Background: an optimization exercise with open tools, aiming at small area, a short achievable clock period and few clock cycles. Do not read the settings as production practice. Function was checked by simulation only, so behaviour that the tests miss may differ from the original. Power and IR drop assume default switching activity.

[flow/design.v]
module alu (a, b, ctrl, y, zero);
  input [31:0] a, b;
  input [2:0] ctrl;
  output [31:0] y;
  output zero;
  assign y =  (ctrl == 3'b000) ? (a & b) :
              (ctrl == 3'b001) ? (a | b) : 
              (ctrl == 3'b010) ? (a + b) :
              (ctrl == 3'b110) ? (a - b) : ((a < b) ? 32'd1: 32'd0);
  assign zero = (y == 32'd0) ? 1'b1 : 1'b0;
endmodule
module mux2to1_32b (i0, i1, sel, y);
  input [31:0] i0, i1;
  input sel;
  output [31:0] y;
  assign y = (sel==1'b1) ? i1 : i0;
endmodule
module mux4to1_32b (i0, i1, i2, i3, sel, y);
  input [31:0] i0, i1, i2, i3;
  input [1:0] sel;
  output [31:0] y;
  assign y = (sel==2'd0) ? i0 :
            (sel == 2'd1) ? i1 :
            (sel == 2'd2) ? i2 : i3;
endmodule
module mux4to1_5b (i0, i1, i2, i3, sel, y);
  input [4:0] i0, i1, i2, i3;
  input [1:0] sel;
  output [4:0] y;
  assign y = (sel==2'd0) ? i0 :
            (sel == 2'd1) ? i1 :
            (sel == 2'd2) ? i2 : i3;
endmodule
module reg_32b (d_in, sclr, ld, clk, d_out);
  input [31:0] d_in;
  input sclr, ld, clk;
  output [31:0] d_out;
  reg [31:0] d_out;
  always @(posedge clk)
  begin
    if (sclr==1'b1)
      d_out <= 32'd0;
    else if (ld)
      d_out <= d_in;
  end
endmodule
module reg_file (wr_data, rd_reg1, rd_reg2, wr_reg, reg_write, rst, clk, rd_data1, rd_data2);
  input [31:0] wr_data;
  input [4:0] rd_reg1, rd_reg2, wr_reg;
  input reg_write, rst, clk;
  output [31:0] rd_data1, rd_data2;
  reg [31:0] register_file [0:31];
  integer i;
  assign rd_data1 = (rd_reg1 == 5'b0) ? 32'd0 : register_file[rd_reg1];
  assign rd_data2 = (rd_reg2 == 5'b0) ? 32'd0 : register_file[rd_reg2];
  always @(posedge clk)
    if (rst == 1'b1)
      for (i=0; i<32 ; i=i+1 )
        register_file[i] <= 32'd0;
    else if (reg_write == 1'b1)
      if(wr_reg != 5'd0)
        register_file[wr_reg] <= wr_data;
endmodule
module shl2 (d_in, d_out);
  input [31:0] d_in;
  output [31:0] d_out;
  assign d_out = d_in << 2;
endmodule
module sign_ext (d_in, d_out);
  input [15:0] d_in;
  output [31:0] d_out;
  assign d_out = {{16{d_in[15]}}, d_in};
endmodule
module datapath( clk, rst, pc_write, pc_write_con, IorD, 
                mem_read_data, ir_write, reg_dst, reg_wr_dst, reg_write,
                alu_src_A, alu_src_B, alu_op, pc_src, zero, mem_adr, mem_write_data, instruction
                );
    input clk, rst, pc_write, pc_write_con, IorD, ir_write, reg_write, alu_src_A;
    input [1:0] pc_src;
    input [1:0] reg_dst;
    input [1:0] alu_src_B;
    input [1:0] reg_wr_dst;
    input [2:0] alu_op;
    input [31:0] mem_read_data;
    output [31:0] mem_adr;
    output [31:0] mem_write_data;
    output [31:0] instruction;
    output zero;
    wire pc_load;
    wire [31:0] pc_out;
    wire [31:0] IR_out;      
    wire [31:0] MDR_out;     
    wire [31:0] regAlu_out;
    wire [31:0] read_data1;
    wire [31:0] read_data2;
    wire[31:0] SE_out;
    wire [31:0] S1_out;
    wire [31:0] S2_out;
    wire [31:0] alu_out;
    wire[31:0] reg_d1_out;
    wire[31:0] reg_d2_out;
    wire [31:0] mux1_out;
    wire [31:0] mux3_out;
    wire [31:0] mux4_out;
    wire [31:0] mux5_out;
    wire [31:0] mux6_out;
    wire [4:0] mux2_out;
    reg_32b PC(mux6_out, rst, pc_load, clk, pc_out);  
    mux2to1_32b mux1(pc_out, regAlu_out, IorD, mux1_out);
    reg_32b IR(mem_read_data, rst, ir_write, clk, IR_out);
    reg_32b MDR(mem_read_data, rst, 1'b1, clk, MDR_out);
    mux4to1_5b mux2(IR_out[20:16], IR_out[15:11], 5'd31, 5'd0, reg_dst, mux2_out);
    mux4to1_32b mux3(regAlu_out, MDR_out, pc_out, 32'd0, reg_wr_dst, mux3_out);
    reg_file RF(mux3_out, IR_out[25:21], IR_out[20:16], mux2_out, reg_write, rst, clk, read_data1, read_data2);
    sign_ext SE(IR_out[15:0], SE_out);
    shl2 S1(SE_out, S1_out);
    reg_32b regD1(read_data1, rst, 1'b1, clk, reg_d1_out);
    reg_32b regD2(read_data2, rst, 1'b1, clk, reg_d2_out);
    mux2to1_32b mux4(pc_out, reg_d1_out, alu_src_A, mux4_out);
    mux4to1_32b mux5(reg_d2_out, 32'd4, SE_out, S1_out, alu_src_B, mux5_out);
    alu ALU(mux4_out, mux5_out, alu_op, alu_out, zero);      
    shl2 S2({6'd0, IR_out[25:0]}, S2_out);
    reg_32b regAlu(alu_out, rst, 1'b1, clk, regAlu_out);
    mux4to1_32b mux6(alu_out, {pc_out[31:28], S2_out[27:0]}, regAlu_out, read_data1, pc_src, mux6_out);
    assign pc_load = pc_write | (pc_write_con & zero);
    assign mem_adr = mux1_out;
    assign mem_write_data = reg_d2_out;
    assign instruction = IR_out;
endmodule
module mc_controller(clk,rst,opcode,func,alu_op,reg_dst,reg_wdst,reg_write,ir_write,l_or_d,alusrcA,alusrcB,pc_src,pc_write,pc_write_cond,mem_read,mem_write);
  input clk,rst;
  input[5:0] opcode,func;
  output reg[1:0] reg_dst,reg_wdst;
  output reg reg_write,ir_write,l_or_d,alusrcA;
  output reg [1:0] alusrcB;
  output reg [2:0] alu_op;
  output reg [1:0] pc_src;
  output reg pc_write,pc_write_cond;
  output reg mem_read,mem_write;
  reg [3:0] ps,ns;
  always @(posedge clk) begin
    if (rst)
      ps <= 4'd0;
    else
      ps <= ns;
  end
  always @(ps or func or opcode) begin
    ns = ps;
    case(ps)
      4'd0: ns = 4'd1;
      4'd1: case(opcode)
             6'b001010: ns = 4'd13;	 
             6'b001001: ns = 4'd12;	 
             6'b000010: ns = 4'd9;	 
             6'b000011: ns = 4'd10;	 
             6'b000110: ns = 4'd11; 	 
             6'b000000: ns = 4'd6;	 
             6'b100011: ns = 4'd2;	 
             6'b101011: ns = 4'd2;	 
             6'b000100: ns = 4'd8;	 
           endcase
      4'd2: case(opcode)
             6'b100011: ns = 4'd3;	 
             6'b101011: ns = 4'd5;	 
           endcase
      4'd3:  ns = 4'd4;
      4'd4:  ns = 4'd0;
      4'd5:  ns = 4'd0;
      4'd6:  ns = 4'd7;
      4'd7:  ns = 4'd0;
      4'd8:  ns = 4'd0;
      4'd9:  ns = 4'd0;
      4'd10: ns = 4'd0;
      4'd11: ns = 4'd0;
      4'd12: ns = 4'd14;
      4'd13: ns = 4'd14;
      4'd14: ns = 4'd0;
    endcase
  end
  always @(ps) begin
    {reg_dst,reg_wdst,reg_write,ir_write,l_or_d,alusrcA,alusrcB,pc_src,pc_write,pc_write_cond,mem_read,mem_write} = '0;
    case(ps)
      4'd0:  {mem_read,ir_write,alusrcB,pc_write,pc_src} = {1'b1,1'b1,2'b01,1'b1,2'b00};
      4'd1:  {alusrcB} = {2'b11};
      4'd2:  {alusrcA,alusrcB} = {1'b1,2'b10};
      4'd3:  {mem_read,l_or_d} = {1'b1,1'b1};
      4'd4:  {reg_dst,reg_write,reg_wdst} = {2'b00,1'b1,2'b01};
      4'd5:  {mem_write,l_or_d} = {1'b1,1'b1};
      4'd6:  {alusrcA,alusrcB} = {1'b1,2'b00};
      4'd7:  {reg_dst,reg_write,reg_wdst} = {2'b01,1'b1,2'b00};
      4'd8:  {alusrcA,alusrcB,pc_write_cond,pc_src} = {1'b1,2'b00,1'b1,2'b10};
      4'd9:  {pc_write,pc_src} = {1'b1,2'b01};
      4'd10: {reg_dst,reg_wdst,reg_write,pc_write,pc_src} = {2'b10,2'b10,1'b1,1'b1,2'b01};
      4'd11: {pc_write,pc_src} = {1'b1,2'b11};
      4'd12: {alusrcA,alusrcB} = {1'b1,2'b10};
      4'd13: {alusrcA,alusrcB} = {1'b1,2'b10};
      4'd14: {reg_dst,reg_write,reg_wdst} = {2'b00,1'b1,2'b00};
    endcase         
  end
  always @(ps or func) begin
    case(ps)
      4'd0: alu_op = 3'b010;
      4'd1: alu_op = 3'b010;
      4'd2: alu_op = 3'b010;
      4'd6: case(func)
             6'b100000: alu_op = 3'b010;
             6'b100011: alu_op = 3'b110;
             6'b100100: alu_op = 3'b000;
             6'b100101: alu_op = 3'b001;
             6'b101010: alu_op = 3'b111;
             default:   alu_op = 3'b000;
           endcase
      4'd8:  alu_op = 3'b110;
      4'd12: alu_op = 3'b010;
      4'd13: alu_op = 3'b111;
      default: alu_op = 3'b000;
    endcase
  end
endmodule
module mips_multicycle(clk, rst, mem_read_data, mem_adr, mem_write_data, mem_read, mem_write);
  input clk, rst;
  input [31:0] mem_read_data;
  output [31:0] mem_adr;
  output [31:0] mem_write_data;
  output mem_read, mem_write;
  wire pc_write, pc_write_con, IorD, ir_write, reg_write, alu_src_A, zero;
  wire [1:0] pc_src, alu_src_B, reg_wr_dst, reg_dst;
  wire [2:0] alu_op;
  wire [31:0] instruction;
  datapath dp(clk, rst, pc_write, pc_write_con, IorD,
              mem_read_data, ir_write, reg_dst, reg_wr_dst, reg_write,
              alu_src_A, alu_src_B, alu_op, pc_src,
              zero, mem_adr, mem_write_data, instruction);
  mc_controller controller(clk, rst, instruction[31:26], instruction[5:0],
                           alu_op, reg_dst, reg_wr_dst, reg_write, ir_write, IorD,
                           alu_src_A, alu_src_B, pc_src, pc_write, pc_write_con,
                           mem_read, mem_write);
endmodule
[flow/run.sh]
#!/bin/bash
# synth_recipe.tcl (not shown) runs the flow's synth.tcl, then flattens the netlist and writes it again
# the make line also repeats each setting of config.mk as NAME=value (left out here)
make -C /OpenROAD-flow-scripts/flow DESIGN_CONFIG=/design/flow/config.mk WORK_HOME=/design/flow/orfs CLKGATE_MAP_FILE= SYNTH_SCRIPT=/design/flow/synth_recipe.tcl finish
[flow/config.mk]
export PLATFORM = sky130hd
export DESIGN_NAME = mips_multicycle
export DESIGN_NICKNAME = mips_multicycle
export VERILOG_FILES = /design/flow/design.v
export SDC_FILE = /design/flow/constraint.sdc
export NUM_CORES = 4
export LEC_CHECK = 0
export CAP_MARGIN = 20
export CORE_MARGIN = 2
export CORE_UTILIZATION = 45
export PLACE_DENSITY = 0.6
export SLEW_MARGIN = 20
[flow/constraint.sdc]
create_clock -name core_clock -period 6.5 [get_ports {clk}]
set_input_delay 1.3000 -clock core_clock [delete_from_list [all_inputs] [get_ports {clk}]]
set_output_delay 1.3000 -clock core_clock [all_outputs]
set_load 0.01 [all_outputs]
==> run notes <==
The flow ran to the end and the layout has no timing, DRC or antenna violations. Top achievable clock speed: 165 MHz. Traced cell by cell, the critical path runs through buf_4 > mux2_2 > a22o_1 > ha_1 > nor3_2 > nand3_1 > a211oi_2 > nor3_1 > o21a_1 > xnor2_1 > a21oi_1 > nor4bb_1 > nand4_1 > or4_1 > o21ai_4 > a211oi_1.

TritonCTS built the clock tree. The initial antenna violation count was 8; the insertion delay of the later-clocked pin in the worst-skew pair was 800 ps. Destination of the critical timing path: dp.PC.d_out[21]. In this run the core area contains 141 standard-cell rows. Counting every sink on the clock net gives 1240. For the number of hold-repair buffers added at the cts stage, the log shows 0.

Source of the worst register-to-register timing path: dp.mux5.sel[0]. The proportion of power drawn by the clock network is 26.0%, and the stage delay of the slowest cell on the critical path is 760 ps. For this design the ratio of total power to cell area is 391 nW/um^2.

At the worst endpoint, the required time is 7120 ps. Counting flops with a built-in enable in the synthesized netlist gives 1024. The first global-routing pass estimated 353000 um of wire. For the worst flop-to-flop path, the logic depth is 16. The total of fill cells in the finished design is 12.6k, and the total overflow reported by the global router is 0.

For the number of violations reported at the end of detailed-routing iteration 0, the log shows 6393. Dividing the detail-routed wire length by the instance count gives 34.4 um. Dividing the detail-routed via count by the number of cells gives 6.54. After detailed routing, the number of remaining DRC violations is 0.

The post-route netlist has 21.4% of its cells at a drive strength greater than 1. The count of mapped cells out of synthesis was 5314; the area fraction of the dominant cell type after synthesis was 46.2%. The run gives 3 as the maximum buffer depth of the clock tree. Dividing the synthesized area by the synthesized cell count gives 12.5 sq um. The largest individual stage delay along the critical path comes from the cell or4_1. The share of total power dissipated in combinational logic is 39.7%.

Counting the buffers created by CTS gives 134. In this run the worst path has a maximum fanout of 13. The number of global-route vias before repair is 46.7k, and the count of cells resized by post-cts repair is 0. From synthesis to final layout, the design area changed by 12.2%. The placed instances occupy a cell area of 70300 sq um. By startpoint and endpoint, the worst setup path is classified as flop to flop.

Post-CTS timing repair inserted 0 buffers for setup. The die covers 151000 sq um. Yosys mapped the design onto 88 distinct sky130hd cell types. The effective utilization at floorplan is 45.2%.

In this run the critical register-to-register path is captured at dp.PC.d_out[21]. In the synthesized netlist the dominant register cell turns out to be edfxtp_1. At the end of the flow, the number of nets in the layout was 5397.

The tools report the pin count of the biggest net entering global routing as 115. On the final layout, the worst clock skew is 27.7 ps. For this design the top-level I/O count stands at 100. Arrival time at the worst endpoint: 6670 ps.

After synthesis, the most frequently instantiated cells are 1288 x nor2_1, 1024 x edfxtp_1, 570 x mux4_2, 389 x clkbuf_1, 295 x nand2_1. The Yosys step of the flow raised 3 warnings. The count of buffers from port buffering works out to 99.

For the share of total power in sequential cells, the log shows 34.4%. The congestion estimate from routability-driven global placement came to 1.01. For this run, the total global-route usage over all layers was measured as 33.2%.

Once detail routing completed, the nets flagged for antenna violations numbered 0. The switching power total is 11500 uW. The final-report setup violation count came out at 0.

Setup repair after global routing left no endpoint under its margin. Dominant combinational cell family by area after synthesis: multiplexers. The share of synthesized area spent on multiplexers came out at 23.8%. Internal power comes to 17700 uW. In the post-synthesis netlist, the biggest area contributors are edfxtp_1 46%, mux4_2 19%, nor2_1 7.3%. The final critical-path share of the clock period is 93.0%. The logs give 0.0252 uW for the leakage power and 163000 um for the placed wire-length estimate.

Summing the areas of all and, or, nand and nor instances in the mapped netlist gives 11.5% of the synthesized area. The sequential share of the synthesized area was 52.7%. The final hold violation count was 0; the core region area was 147000 sq um. The pre-CTS worst setup slack was 713 ps. The synthesized netlist devotes 1.96% of its cell area to adder and majority cells.

The vertical extent of the die was 388 um. In the post-synthesis netlist, the cell with the most instances is nor2_1. Routed wire length: 251000 um. For this run, the detailed router's first-pass iteration total came to 6. For the final non-filler cell area, the log shows 74600 sq um. The number of synthesized register bits works out to 1240. Top cell type by total area after synthesis: edfxtp_1. The shortest period the worst path allows came out at 6040 ps.

Share of the synthesized area in compound gates (AO/OA/AOI/OAI): 6.11%. The clock tree synthesis step divided the H-tree into 4 levels. The proportion of total power due to net switching came out at 39.5%. The tool flagged a number of max-cap violations equal to 0. The kind of path behind the tightest hold check was flop to flop. After clock tree synthesis, the clock-pin slew on the worst setup and hold paths is 60 ps. The logs give 0 for the final number of max-transition violations and 0 ps for the total negative slack for setup checks. The die extent in x is 388 um, and the register-to-register setup slack is 460 ps.

For the pin with the worst max-slew slack, the measured transition is 1200 ps. Measured against its own limit, the worst slew margin works out to 19.5%. Tracing the worst setup path back leads to its startpoint at dp.mux5.sel[0]. The share of synthesized flip-flops with an asynchronous set or reset is 0%.

The worst setup path is captured at a flop. Clock tree synthesis selected as its root buffer the cell clkbuf_16. The count of cells in the finished layout, fillers not included, comes to 7300.

The synthesized netlist occupies a cell area of 66500 sq um. IR analysis of the VDD net gives a maximum drop of 318 uV. The worst path meets setup with 456 ps of slack. Once placement completed, the tool counted placed cells totaling 7052.

The number of vias in the routed layout came out at 47.8k. The nature of the critical path startpoint was a flop. Of the total synthesized cell area, the portion taken by XOR and XNOR cells is 0.329%.
[worst min path at each step]
| stage | start | to | cells past startpoint |
|---|---|---|---|
| after floorplan | dp.PC.d_out[7] | dp.PC.d_out[7] | 2 |
| after global placement | dp.PC.d_out[23] | dp.PC.d_out[23] | 2 |
| after detailed placement | dp.PC.d_out[23] | dp.PC.d_out[23] | 2 |
| after CTS | dp.PC.d_out[23] | dp.PC.d_out[23] | 2 |
| after global routing | dp.PC.d_out[18] | dp.PC.d_out[18] | 2 |
| final | dp.PC.d_out[23] | dp.PC.d_out[23] | 2 |
[kinds of logic (layout without fill, tap and decap cells)]
group,Yosys count,in the layout
buffers and inverters,618,641
AO/OA/AOI/OAI,604,604
adder cells (fa/ha/maj),103,103
other,1,34
AND/OR/NAND/NOR,1859,1859
multiplexers,864,864
XOR/XNOR,25,25
flip-flops,1240,1240
[through the flow]
stage | total power, uW | hold slack, ps | utilization (%)
global placement | 21300 | 485 | 47.6
detailed placement | 21400 | 490 | 47.7
finish | 29200 | 499 | 50.7
floorplan | 16800 | 461 | -
CTS | 28900 | 498 | 50.6
global route | 30000 | 535 | 50.6
[flip-flops by register name, indices dropped and copies added, names as in the netlist, named ones only]
signal                cells
IorD                      1
mem_read                  1
dp.PC.d_out              32
dp.RF.register_file    1024
dp.mux5.sel               2
dp.pc_write               1
dp.regD2.d_out           32
mem_write                 1
alu_src_A                 1
controller.ps             4
dp.regAlu.d_out          32
controller.reg_write      1
dp.mux6.sel               2
dp.mux2.sel               1
dp.mux3.sel               2
dp.regD1.d_out           32
dp.MDR.d_out             32
dp.pc_write_con           1
controller.ir_write       1
dp.IR.d_out              32
[area by class of cell]
type | count | area (sq um) | area share, %
Sequential cell | 1240 | 35100 | 47.1
Multi-Input combinational cell | 3487 | 29700 | 39.8
Clock buffer | 194 | 3820 | 5.11
Timing Repair Buffer | 275 | 2680 | 3.59
Tap cell | 1930 | 2410 | 3.24
Inverter | 122 | 462 | 0.619
Clock inverter | 50 | 430 | 0.577
Antenna cell | 2 | 5.00 | 0.00671
[cell usage in the layout (no fill, tap or decap), types with 44 or more instances in the layout]
cell	n
mux2i_1	226
a21oi_1	136
inv_1	119
mux4_2	570
mux2_2	68
clkdlybuf4s50_1	98
o21ai_0	88
edfxtp_1	1024
clkbuf_16	140
nor3_1	57
nor2b_1	56
nand2_2	61
nor2_1	1285
dfxtp_1	202
buf_4	152
a211oi_1	44
ha_1	101
nand2_1	233
[metal layers]
metal | global-route usage [%] | wire length [um]
met1 | 43.9 | 92700
met2 | 50.2 | 113000
met3 | 7.74 | 29100
met4 | 19.4 | 17100
met5 | 0 | 13
[critical path: cells and delay by family, from the launching register on]
family	cells	cell delay, ps
AOI/OAI and AO/OA	6	1540
muxes	1	340
buffers and inverters	1	270
xor gates and xnor gates	1	120
DFF	1	660
and+or+nand+nor	6	2470
adders and majority gates	1	460
[power by group through the flow]
stage / clock, uW / sequential [uW] / combinational (uW)
3_3_place_gp: 0 / 10100 / 11200
2_1_floorplan: 0 / 9580 / 7190
6_report: 7580 / 10000 / 11600
3_5_place_dp: 0 / 10200 / 11300
4_1_cts: 7610 / 9990 / 11300
5_1_grt: 7890 / 10100 / 12000
Testbench counts, summed over its fixed seeds: cycles 95,322.

## static timing again, ports no longer ideal
The flow's constraints put no driver on any port. The routed layout listed below was extracted and timed again, unchanged, in two steps. Step 1 assumes that a clkbuf_16 drives the clock port and a buf_2 every other input. Step 2 times the ports against the registers' clock, not the clock port: input delays grow and output delays shrink by t, the midpoint of the rising clock arrivals with the driver on. a / b / c = no drivers / after step 1 / after step 2; a / b = the first two.
t, ns: 0.873
setup slack, ns: 0.456 / 0.456 / 0.456
latest minus earliest clock arrival (ns): 0.030 / 0.029
pins driven straight from the clock port: 1
After both steps this run still meets setup and hold. The setup slack of this run moves by 0.000 ns with the drivers and by 0.000 ns with both steps.
